What follows belongs to an exercise in optimizing a design on an open flow for small area and a short achievable clock period; a production flow would make more cautious choices. In this exercise RTL edits were held to simulation tests only and were not proved equivalent to the original. No activity file was given, so power comes from the tool's default toggle rates.

== run A ==
Design mxu_pe, start of the top module:
module mxu_pe #(
    parameter Y_INDEX = 0   
) (
    input wire clk,
    input wire rst_n,
    input wire load_phase,
    input wire [7:0] load_weight_target_y,
    input wire [7:0] load_weight,
    input wire [7:0] activation,
    input wire [23:0] partial_sum,
    output reg [23:0] result,
    output reg phase_out,
    output reg [7:0] load_weight_target_y_out,
    output reg [7:0] weight_out,
    output reg [7:0] activation_out_bw
);
For scale: ~660 cells after synthesis, ~8200 sq um of cells after synthesis.
Settings: LEC_CHECK=0, CAP_MARGIN=20, CORE_MARGIN=2, CORE_UTILIZATION=60, SETUP_SLACK_MARGIN=3.6, SLEW_MARGIN=20, SYNTH_HIERARCHICAL=1; clock period 6.2 ns.
standard.sh (not shown) runs the stock make flow with config.mk's settings and CLKGATE_MAP_FILE= SYNTH_SCRIPT=/design/flow/synth_recipe.tcl, a recipe that flattens the netlist after the stock synthesis.
==> flow/flow/run.sh <==
#!/bin/bash
# Standard ORFS layout with smaller port buffers and a clock tree without dummy loads.
set -euo pipefail
export BUFFER_PORTS_ARGS="-buffer_cell sky130_fd_sc_hd__buf_1"
export CTS_ARGS="-sink_clustering_enable -sink_clustering_size 30 -sink_clustering_max_diameter 80 -repair_clock_nets -dont_use_dummy_load -buf_list {sky130_fd_sc_hd__clkbuf_16}"
bash standard.sh > standard_flow.log 2>&1
Run A closes out successfully: all stages finished, all timing, DRC and antenna checks passed.
--- input diff run A..run B ---
- changing SETUP_SLACK_MARGIN from 3.6 to 3.8
[summary]
- Startpoint of the most critical setup path: one3_2$_DFF_PN0_ -> run B, one2_2$_DFF_PN0_ -> run A
- Run B against run A: number of standard cells in the final layout excluding fillers moved up; static leakage moved up; final worst slack moved down; maximum number of pins on one net before global-route repair moved up; post-CTS setup buffer count moved up.
Relative to run B, the following input files were edited for run C:
- swapping 3.8 for 3.6 in SETUP_SLACK_MARGIN
--- a/flow/flow/run.sh
+++ b/flow/flow/run.sh
@@ -5 +5 @@
-export CTS_ARGS="-sink_clustering_enable -sink_clustering_size 30 -sink_clustering_max_diameter 80 -repair_clock_nets -dont_use_dummy_load -buf_list {sky130_fd_sc_hd__clkbuf_16}"
+export CTS_ARGS="-sink_clustering_enable -repair_clock_nets -dont_use_dummy_load -buf_list sky130_fd_sc_hd__clkbuf_8"
- Run B → run C: relative contribution of the clock network to total power grew by 6.3 points; clock tree buffer depth held steady; maximum number of pins on one net before global-route repair shrank by 35%.
Changes in run D relative to run C:
- CORE_UTILIZATION changed from 60 to 70
--- a/flow/flow/run.sh
+++ b/flow/flow/run.sh
@@ -5 +5 @@
-export CTS_ARGS="-sink_clustering_enable -repair_clock_nets -dont_use_dummy_load -buf_list sky130_fd_sc_hd__clkbuf_8"
+export CTS_ARGS="-sink_clustering_enable -sink_clustering_size 30 -sink_clustering_max_diameter 80 -repair_clock_nets -dont_use_dummy_load -buf_list {sky130_fd_sc_hd__clkbuf_16}"
--- outcome ---
- Cell count: run D lower than run C
- Global-route usage over all layers: run D > run C
- Run C → run D: cell depth of the worst flop-to-flop path lost 1, maximum frequency lost 4.2%, critical path depth lost 1, setup slack on the worst flop-to-flop path lost 0.11 ns.
- On run D: non-clock buffer count is 6 lower than what run C gave.
- In run D relative to run C, detailed-route wire length per cell had gone up by more than 10%.
- From run C to run D the numbers moved as follows: worst supply voltage drop on vdd rose 40%, worst path setup slack after routing fell 0.11 ns.
- Against run C as the reference, run D delivers a lower number of clock buffers in the layout.
- Run D: PASS, flow complete, no timing, DRC or antenna violations


Starting RTL as in the previous note.
## mxu_pe
module mxu_pe #(
    parameter Y_INDEX = 0   
) (
    input wire clk,
    input wire rst_n,
    input wire load_phase,
    input wire [7:0] load_weight_target_y,
    input wire [7:0] load_weight,
    input wire [7:0] activation,
    input wire [23:0] partial_sum,
    output reg [23:0] result,
    output reg phase_out,
    output reg [7:0] load_weight_target_y_out,
    output reg [7:0] weight_out,
    output reg [7:0] activation_out_bw
);
  reg ld1, ld2;
  reg [7:0] ty1, ty2;
  reg [7:0] lw1, lw2;
  reg [7:0] act1, act2, act3, act4;
  reg two0_1, one1_1, two1_1;   
  reg one2_2, two2_2, one3_2, two3_2;   
  reg [23:0] ps1;
  reg [23:0] mac2;
  reg mac2_t;
  reg [7:0] w_cur, w_old, w_nx1, w_nx2;
  wire hit2 = ld2 && (ty2 == Y_INDEX);
  wire [12:0] lo1;
  wire t1;
  wire [23:0] x2 = {mac2[23:13], ~mac2[12], mac2[11:0]};
  wire [23:0] sum2;
  mxu_pe_mac_lo mac_lo (
      .w(w_cur),
      .one0(act1[0]),
      .two0(two0_1),
      .neg0(act1[1]),
      .one1(one1_1),
      .two1(two1_1),
      .neg1(act1[3]),
      .ps(ps1[12:0]),
      .lo(lo1),
      .t(t1)
  );
  mxu_pe_mac_hi mac_hi (
      .w(w_old),
      .one2(one2_2),
      .two2(two2_2),
      .neg2(act2[5]),
      .one3(one3_2),
      .two3(two3_2),
      .neg3(act2[7]),
      .x(x2),
      .t(mac2_t),
      .result(sum2)
  );
  always @(posedge clk or negedge rst_n) begin
    if (!rst_n) begin
      ld1 <= 1'b0;
      ty1 <= 8'b0;
      lw1 <= 8'b0;
      ld2 <= 1'b0;
      ty2 <= 8'b0;
      lw2 <= 8'b0;
      phase_out <= 1'b0;
      load_weight_target_y_out <= 8'b0;
      weight_out <= 8'b0;
      act1 <= 8'b0;
      act2 <= 8'b0;
      act3 <= 8'b0;
      act4 <= 8'b0;
      activation_out_bw <= 8'b0;
      two0_1 <= 1'b0;
      one1_1 <= 1'b0;
      two1_1 <= 1'b0;
      one2_2 <= 1'b0;
      two2_2 <= 1'b0;
      one3_2 <= 1'b0;
      two3_2 <= 1'b0;
      ps1 <= 24'b0;
      mac2 <= 24'b0;
      mac2_t <= 1'b0;
      result <= 24'b0;
      w_cur <= 8'b0;
      w_old <= 8'b0;
      w_nx1 <= 8'b0;
      w_nx2 <= 8'b0;
    end else begin
      ld1 <= load_phase;
      ty1 <= load_weight_target_y;
      lw1 <= load_weight;
      ld2 <= ld1;
      ty2 <= ty1;
      lw2 <= lw1;
  ...
==> flow/config.mk <==
export PLATFORM = sky130hd
export DESIGN_NAME = mxu_pe
export DESIGN_NICKNAME = mxu_pe
export VERILOG_FILES = /design/flow/design.v
export SDC_FILE = /design/flow/constraint.sdc
export NUM_CORES = 4
export LEC_CHECK = 0
export CAP_MARGIN = 20
export CORE_MARGIN = 2
export CORE_UTILIZATION = 60
export SETUP_SLACK_MARGIN = 3.4
export SLEW_MARGIN = 20
export SYNTH_HIERARCHICAL = 1
==> flow/constraint.sdc <==
create_clock -name core_clock -period 6.2 [get_ports {clk}]
set_input_delay 1.2400 -clock core_clock [delete_from_list [all_inputs] [get_ports {clk}]]
set_output_delay 1.2400 -clock core_clock [all_outputs]
set_load 0.01 [all_outputs]
==> flow/flow/run.sh <==
#!/bin/bash
# Standard ORFS layout with smaller port buffers, a clock tree without dummy loads, and
# useful skew between the two MAC pipeline stages (flow/skew.tcl, before global routing).
set -euo pipefail
export BUFFER_PORTS_ARGS="-buffer_cell sky130_fd_sc_hd__buf_1"
export CTS_ARGS="-sink_clustering_enable -sink_clustering_size 30 -sink_clustering_max_diameter 80 -repair_clock_nets -dont_use_dummy_load -buf_list {sky130_fd_sc_hd__clkbuf_16}"
bash standard.sh "PRE_GLOBAL_ROUTE_TCL=$PWD/flow/skew.tcl" finish > standard_flow.log 2>&1
==> flow/flow/skew.tcl <==
# Useful skew between the two MAC stages (registers with no path from an input or to an
# output only).  Runs before global routing, after clock tree synthesis.
#  - early: the stage-2 launch registers (w_old, act2 and the stage-2 Booth encodings) are
#    clocked by their own buffer straight from the clock port net, ahead of the tree leaves;
#  - late: the stage-1 adder's capture registers (mac2[12:0], mac2_t) are clocked by a buffer
#    hanging off a tree leaf, behind the other leaves.
# All registers with a path from an input port or to an output port stay on the tree leaves.
set block [ord::get_db_block]
set db [ord::get_db]

proc group_insts {block patterns} {
  set out {}
  foreach inst [$block getInsts] {
    set n [$inst getName]
    foreach p $patterns {
      if {[string match $p $n]} { lappend out $inst; break }
    }
  }
  return $out
}

proc centroid {insts} {
  set sx 0; set sy 0; set k 0
  foreach i $insts {
    set loc [$i getLocation]
    set sx [expr {$sx + [lindex $loc 0]}]
    set sy [expr {$sy + [lindex $loc 1]}]
    incr k
  }
  return [list [expr {$sx / $k}] [expr {$sy / $k}]]
}

proc add_clock_buffer {block db name master_name in_net insts} {
  set master [$db findMaster $master_name]
  set buf [odb::dbInst_create $block $master $name]
  set net [odb::dbNet_create $block "${name}_net"]
  $net setSigType CLOCK
  [$buf findITerm A] connect $in_net
  [$buf findITerm X] connect $net
  foreach i $insts {
    set it [$i findITerm CLK]
    $it disconnect
    $it connect $net
  }
  set c [centroid $insts]
  $buf setLocation [lindex $c 0] [lindex $c 1]
  $buf setPlacementStatus PLACED
  puts "skew: $name drives [llength $insts] registers from [$in_net getName]"
  return $buf
}

set early [group_insts $block {w_old* act2* one2_2* two2_2* one3_2* two3_2*}]
# mac2[23:13] only copy ps1[23:13]; the stage-1 adder results are mac2[12:0] and mac2_t
set late {}
foreach inst [$block getInsts] {
  set n [$inst getName]
  if {[regexp {^mac2\\?\[([0-9]+)\\?\]} $n -> bit] && $bit <= 12} { lappend late $inst }
  if {[string match {mac2_t*} $n]} { lappend late $inst }
}

# the net of the clock port
set clk_net [[$block findBTerm clk] getNet]
# a tree leaf net: the one now clocking the first late register
set leaf_net [[[lindex $late 0] findITerm CLK] getNet]

add_clock_buffer $block $db clkbuf_early sky130_fd_sc_hd__clkbuf_16 $clk_net $early
set late_buf [add_clock_buffer $block $db clkbuf_late sky130_fd_sc_hd__clkbuf_16 $leaf_net $late]
# one more buffer in front of it for extra delay
set pre_master [$db findMaster sky130_fd_sc_hd__clkbuf_2]
set pre [odb::dbInst_create $block $pre_master clkbuf_late_pre]
set pre_net [odb::dbNet_create $block clkbuf_late_pre_net]
$pre_net setSigType CLOCK
set a_it [$late_buf findITerm A]
$a_it disconnect
[$pre findITerm A] connect $leaf_net
[$pre findITerm X] connect $pre_net
$a_it connect $pre_net
set loc [$late_buf getLocation]
$pre setLocation [lindex $loc 0] [lindex $loc 1]
$pre setPlacementStatus PLACED

detailed_placement
check_placement
The first run went through all stages and came out clean.
Rerun with:
--- a/flow/flow/skew.tcl
+++ b/flow/flow/skew.tcl
@@ -5,2 +5,2 @@
-#  - late: the stage-1 adder's capture registers (mac2[12:0], mac2_t) are clocked by a buffer
-#    hanging off a tree leaf, behind the other leaves.
+#  - late: the stage-1 capture registers (mac2, mac2_t) are clocked by a buffer hanging off a
+#    tree leaf, behind the other leaves.
@@ -53,7 +53 @@
-# mac2[23:13] only copy ps1[23:13]; the stage-1 adder results are mac2[12:0] and mac2_t
-set late {}
-foreach inst [$block getInsts] {
-  set n [$inst getName]
-  if {[regexp {^mac2\\?\[([0-9]+)\\?\]} $n -> bit] && $bit <= 12} { lappend late $inst }
-  if {[string match {mac2_t*} $n]} { lappend late $inst }
-}
+set late [group_insts $block {mac2*}]
@@ -67,14 +61 @@
-set late_buf [add_clock_buffer $block $db clkbuf_late sky130_fd_sc_hd__clkbuf_16 $leaf_net $late]
-# one more buffer in front of it for extra delay
-set pre_master [$db findMaster sky130_fd_sc_hd__clkbuf_2]
-set pre [odb::dbInst_create $block $pre_master clkbuf_late_pre]
-set pre_net [odb::dbNet_create $block clkbuf_late_pre_net]
-$pre_net setSigType CLOCK
-set a_it [$late_buf findITerm A]
-$a_it disconnect
-[$pre findITerm A] connect $leaf_net
-[$pre findITerm X] connect $pre_net
-$a_it connect $pre_net
-set loc [$late_buf getLocation]
-$pre setLocation [lindex $loc 0] [lindex $loc 1]
-$pre setPlacementStatus PLACED
+add_clock_buffer $block $db clkbuf_late sky130_fd_sc_hd__clkbuf_16 $leaf_net $late
Settings changed: SETUP_SLACK_MARGIN 3.4 to 3.6.
What happened: The new run went through all stages and came out clean. Utilization came out higher by 0.48 points. Global-route usage fell by 0.60 points. First-iteration DRC count fell by 58%. Area after synthesis stays the same. Sequential share of layout area shrinks by 0.34 points. Maximum frequency climbs by 6.1%. Hold slack is worse by 0.0074 ns. Via count shrinks by 1.4%. Flip-flop and latch count stays the same. Final area went up by 0.71%.
Rerun with:
--- a/flow/flow/skew.tcl
+++ b/flow/flow/skew.tcl
@@ -5,2 +5,2 @@
-#  - late: the stage-1 capture registers (mac2, mac2_t) are clocked by a buffer hanging off a
-#    tree leaf, behind the other leaves.
+#  - late: the stage-1 adder's capture registers (mac2[12:0], mac2_t) are clocked by a buffer
+#    hanging off a tree leaf, behind the other leaves.
@@ -53 +53,7 @@
-set late [group_insts $block {mac2*}]
+# mac2[23:13] only copy ps1[23:13]; the stage-1 adder results are mac2[12:0] and mac2_t
+set late {}
+foreach inst [$block getInsts] {
+  set n [$inst getName]
+  if {[regexp {^mac2\\?\[([0-9]+)\\?\]} $n -> bit] && $bit <= 12} { lappend late $inst }
+  if {[string match {mac2_t*} $n]} { lappend late $inst }
+}
@@ -61 +67,14 @@
-add_clock_buffer $block $db clkbuf_late sky130_fd_sc_hd__clkbuf_16 $leaf_net $late
+set late_buf [add_clock_buffer $block $db clkbuf_late sky130_fd_sc_hd__clkbuf_16 $leaf_net $late]
+# one more buffer in front of it for extra delay
+set pre_master [$db findMaster sky130_fd_sc_hd__clkbuf_2]
+set pre [odb::dbInst_create $block $pre_master clkbuf_late_pre]
+set pre_net [odb::dbNet_create $block clkbuf_late_pre_net]
+$pre_net setSigType CLOCK
+set a_it [$late_buf findITerm A]
+$a_it disconnect
+[$pre findITerm A] connect $leaf_net
+[$pre findITerm X] connect $pre_net
+$a_it connect $pre_net
+set loc [$late_buf getLocation]
+$pre setLocation [lindex $loc 0] [lindex $loc 1]
+$pre setPlacementStatus PLACED
Settings changed: SETUP_SLACK_MARGIN 3.6 to 3.8.
What happened: Cell count came out higher by 4.3%. Via count came out higher by 4.6%. Sequential share of layout area came out lower by 2.7 points. Setup slack stays flat. Fmax barely changes. Combinational power came out higher by about 20%. Utilization came out higher by 3.6 points. Area after synthesis is unchanged. Sequential cell count stays the same. Power came out higher by 5.6%.
Rerun with:
--- a/flow/flow/skew.tcl
+++ b/flow/flow/skew.tcl
@@ -57 +57 @@
-  if {[regexp {^mac2\\?\[([0-9]+)\\?\]} $n -> bit] && $bit <= 12} { lappend late $inst }
+  if {[regexp {^mac2\[([0-9]+)\]} $n -> bit] && $bit <= 12} { lappend late $inst }
@@ -67,14 +67 @@
-set late_buf [add_clock_buffer $block $db clkbuf_late sky130_fd_sc_hd__clkbuf_16 $leaf_net $late]
-# one more buffer in front of it for extra delay
-set pre_master [$db findMaster sky130_fd_sc_hd__clkbuf_2]
-set pre [odb::dbInst_create $block $pre_master clkbuf_late_pre]
-set pre_net [odb::dbNet_create $block clkbuf_late_pre_net]
-$pre_net setSigType CLOCK
-set a_it [$late_buf findITerm A]
-$a_it disconnect
-[$pre findITerm A] connect $leaf_net
-[$pre findITerm X] connect $pre_net
-$a_it connect $pre_net
-set loc [$late_buf getLocation]
-$pre setLocation [lindex $loc 0] [lindex $loc 1]
-$pre setPlacementStatus PLACED
+add_clock_buffer $block $db clkbuf_late sky130_fd_sc_hd__clkbuf_16 $leaf_net $late
Settings changed: SETUP_SLACK_MARGIN 3.8 to 3.6.
Effect:
- global-route usage decreases by 1.1 points
- final cell count falls by a few percent
- sequential share of layout area increases by 2.2 points
- area after synthesis is unchanged
- register-to-register slack gets worse by 0.15 ns
- setup slack degrades by 0.15 ns
- final area is lower by a few percent
- power is lower by a few percent
- clock power shrinks slightly
- core utilization fell by 2.9 points
Rerun with:
--- a/flow/flow/skew.tcl
+++ b/flow/flow/skew.tcl
@@ -57 +57 @@
-  if {[regexp {^mac2\[([0-9]+)\]} $n -> bit] && $bit <= 12} { lappend late $inst }
+  if {[regexp {^mac2\\?\[([0-9]+)\\?\]} $n -> bit] && $bit <= 12} { lappend late $inst }
Result:
- The new run finished with timing, DRC and antenna clean
- global-route usage is about the same
- final cell count falls by 0.43%
- via count went down by 0.92%
- design area went down by 0.65%
- combinational power drops by about 0.7%
- count of clock-buffer cells in the layout does not change

[port drivers added, routing unchanged]
No port has a modelled driver above. Below, the same layouts with a new extraction and two added sets of constraints. Step 1, drivers: a clkbuf_16 drives clk and a buf_2 each remaining input, both assumed. Step 2, shift: input delay + t, output delay - t, t = (earliest + latest rising clock arrival at the registers) / 2. This alone moves slack from input paths to output paths. Three values: ideal, step 1, step 2; two values: the first two.
| run | t, ns | setup WS [ns] | latest minus earliest clock arrival (ns) | worst register clock-pin slew, ns | worst data-port slew with drivers (ns) |
|---|---|---|---|---|---|
| run A | 0.473 | 3.737 / 3.737 / 3.562 | 0.041 / 0.041 | 0.10 / 0.10 | 0.04 |
| run B | 0.476 | 3.658 / 3.658 / 3.658 | 0.036 / 0.036 | 0.10 / 0.10 | 0.04 |
| run C | 0.522 | 3.716 / 3.716 / 3.537 | 0.059 / 0.059 | 0.06 / 0.06 | 0.04 |
| run D | 0.478 | 3.609 / 3.609 / 3.609 | 0.029 / 0.030 | 0.11 / 0.11 | 0.04 |
| the first run of note 2 | 0.486 | 3.723 / 3.723 / 3.316 | 0.555 / 0.556 | 0.10 / 0.10 | 0.04 |
| the second run of note 2 | 0.453 | 3.866 / 3.866 / 3.547 | 0.504 / 0.504 | 0.11 / 0.11 | 0.04 |
| the third run of note 2 | 0.488 | 3.868 / 3.868 / 3.818 | 0.558 / 0.559 | 0.09 / 0.09 | 0.04 |
| the fourth run of note 2 | 0.399 | 3.717 / 3.717 / 3.604 | 0.398 / 0.397 | 0.10 / 0.10 | 0.04 |
| the fifth run of note 2 | 0.435 | 3.881 / 3.881 / 3.563 | 0.471 / 0.471 | 0.10 / 0.10 | 0.04 |
Clock arrivals are far apart in 5 of these runs, so t is only a midpoint there and step 2 fits no single register. For the first run of note 2, which loses most, drivers alone change the setup slack by 0.000 ns; drivers and shift together by -0.407 ns. Setup slack includes reset recovery checks.
